What follows belongs to an exercise in optimizing a design on an open flow for small area, a short achievable clock period and few clock cycles; a production flow would make more cautious choices.
Only simulation tests tie the RTL to the original design; equivalence was not proved.
No activity file was given, so power comes from the tool's default toggle rates.

==> flow/design.v (excerpt) <==
module div_fp64(
	input         clock,
	input         reset,
	input         valid_in,
	input  [2:0]  rm,
	input  [63:0] dividend,
	input  [63:0] divisor,
	output        valid_out,
	output [63:0] quotient,
	output        nv,
	output        dz,
	output        of,
	output        uf,
	output        nx
);
Size: roughly 2,700 cells after synthesis, ~300 flip-flops, ~200 I/O pins, about 22,000 µm² of cells after synthesis.
Settings: LEC_CHECK=0, CAP_MARGIN=20, CORE_MARGIN=2, CORE_UTILIZATION=40, SETUP_SLACK_MARGIN=0.2, SLEW_MARGIN=20; clock period 11.0 ns.
standard.sh (not shown) runs the stock make flow with config.mk's settings and CLKGATE_MAP_FILE= SYNTH_SCRIPT=/design/flow/synth_recipe.tcl, a recipe that flattens the netlist after the stock synthesis.
==> flow/flow/run.sh <==
#!/bin/bash
set -euo pipefail
cd "$(dirname "$0")/.."
bash standard.sh synth > flow_synth.log 2>&1
bash standard.sh finish 'BUFFER_PORTS_ARGS=-buffer_cell sky130_fd_sc_hd__buf_1' SETUP_SLACK_MARGIN=7.5 \
	CTS_CLUSTER_SIZE=20 CTS_CLUSTER_DIAMETER=100 CORE_UTILIZATION=60 > flow_layout.log 2>&1
The first run produced a clean layout.
Testbench counts at the start, summed over its fixed seeds: cycles 285,462.
Change:
--- a/flow/design.v
+++ b/flow/design.v
@@ -1114,17 +1114,17 @@
 wire [6:0] y_z  = est(y_ab, ea8, eb8, 8'd0);
 wire [6:0] y_m1 = est(y_ab, ea8, eb8, d4[55:48]);
 wire [6:0] y_m2 = est(y_ab, ea8, eb8, d8[55:48]);
 wire [6:0] y_n  = ({7{qp2}} & y_p2) | ({7{qp1}} & y_p1) | ({7{~qpos & ~qneg}} & y_z) |
                   ({7{qn1}} & y_m1) | ({7{qn2}} & y_m2);
 wire [53:0] qdec = Q[53:0] - 54'd1;
 wire [1:0]  qd   = {qp2 | qn2 | qn1, qp1 | qn1};
 wire [55:0] q_it = {(qneg ? qdec : Q[53:0]), qd};
-wire        stop = ((cnt == 6'd27) & c_an) | q_it[55] | q_it[54] | (e_le3 & ~first);
+wire        stop = (c_an ? (cnt == 6'd27) : (Q[53] | Q[52])) | (e_le3 & ~first);
 function y_clear_f;
 	input [6:0] y;
 	y_clear_f = y[6] ? (y <= 7'h7d) : (y != 7'd0);
 endfunction
 reg         yc;
 wire        y_clear = yc;
 wire        xtra    = s_post & ~y_clear & ~lim;
 reg         lim;      
Synthesized area shrinks by 1.3%.
Power grows by 10%.
Setup slack degrades by 0.053 ns.
Cell area grows by 0.97%.
Sequential share of layout area shrinks by 0.23 points.
Via count grows by 2.4%.
Clock power shrinks by about 1%.
Testbench counts after the change, summed over its fixed seeds: cycles 285,462.

--- another note on this design; it stands on its own ---

Setup of JK:
Design div_fp64, start of the top module:
module div_fp64(
	input         clock,
	input         reset,
	input         valid_in,
	input  [2:0]  rm,
	input  [63:0] dividend,
	input  [63:0] divisor,
	output        valid_out,
	output [63:0] quotient,
	output        nv,
	output        dz,
	output        of,
	output        uf,
	output        nx
);
Settings: LEC_CHECK=0, CAP_MARGIN=20, CORE_MARGIN=2, CORE_UTILIZATION=40, SETUP_SLACK_MARGIN=0.2, SLEW_MARGIN=20; clock period 11.0 ns.
standard.sh (not shown) runs the stock make flow with config.mk's settings and CLKGATE_MAP_FILE= SYNTH_SCRIPT=/design/flow/synth_recipe.tcl, a recipe that flattens the netlist after the stock synthesis.
==> flow/flow/run.sh <==
#!/bin/bash
set -euo pipefail
cd "$(dirname "$0")/.."
bash standard.sh synth > flow_synth.log 2>&1
bash standard.sh finish 'BUFFER_PORTS_ARGS=-buffer_cell sky130_fd_sc_hd__buf_1' SETUP_SLACK_MARGIN=7.5 > flow_layout.log 2>&1
JK was carried through to the last stage, and its layout satisfied the timing, design-rule and antenna checks.
Testbench counts of JK, summed over its fixed seeds: cycles 379,545.
diff inputs: JK => MS
==> flow/run.sh (new file) <==
#!/bin/bash
# synth_recipe.tcl (not shown) runs the flow's synth.tcl, then flattens the netlist and writes it again
# the make line also repeats each setting of config.mk as NAME=value (left out here)
make -C /OpenROAD-flow-scripts/flow DESIGN_CONFIG=/design/flow/config.mk WORK_HOME=/design/flow/orfs CLKGATE_MAP_FILE= SYNTH_SCRIPT=/design/flow/synth_recipe.tcl finish
removed: flow/flow/run.sh
removed: flow/standard.sh
Notes after the runs:
MS: all stages complete, timing, DRC and antenna checks passed
Changes observed in MS relative to JK: total placed cells including tap cells neither gained nor lost much, delay of the slowest cell on the worst path climbed 0.54 ns, hold slack shows a reduction of 0.090 ns, count of clock-buffer cells in the layout went up 2.
MS has number of global-route vias before repair above what JK had.
MS ended up with a higher global-route usage than JK did.
Cmp MS and JK / clock period minus final worst setup slack / higher: MS
When MS is measured against JK, its worst setup slack turns out 1.20 ns lower.
JK vs MS, startpoint-to-endpoint class of the critical path: reg -> out vs in -> reg

[afterwards: timing with drivers on the ports]
The results above use ideal ports. As a check the final layouts listed here were re-extracted and re-timed, cells and wires unchanged. Step 1 (the two cells are an assumption about what drives the block):
set clk [get_ports {clock}]
set_driving_cell -lib_cell sky130_fd_sc_hd__clkbuf_16 $clk
set_driving_cell -lib_cell sky130_fd_sc_hd__buf_2 [delete_from_list [all_inputs] $clk]
Step 2, shift: input delay + t, output delay - t, t = (earliest + latest rising clock arrival at the registers) / 2. This alone moves slack from input paths to output paths. a / b / c = ideal / step 1 / step 2; a / b = the first two.
| run | shift t [ns] | setup slack, ns | cell pins on the clock port's net |
|---|---|---|---|
| the first run of note 1 | 0.599 | 7.504 / 7.482 / 6.944 | 1 |
| the second run of note 1 | 0.585 | 7.451 / 7.451 / 6.870 | 1 |
| JK | 0.639 | 7.510 / 7.451 / 6.926 | 1 |
| MS | 0.620 | 6.313 / 6.352 / 5.732 | 1 |
After both steps every run listed still meets setup and hold. The setup slack of JK, which loses most, moves by -0.059 ns with the drivers and by -0.584 ns with both steps.
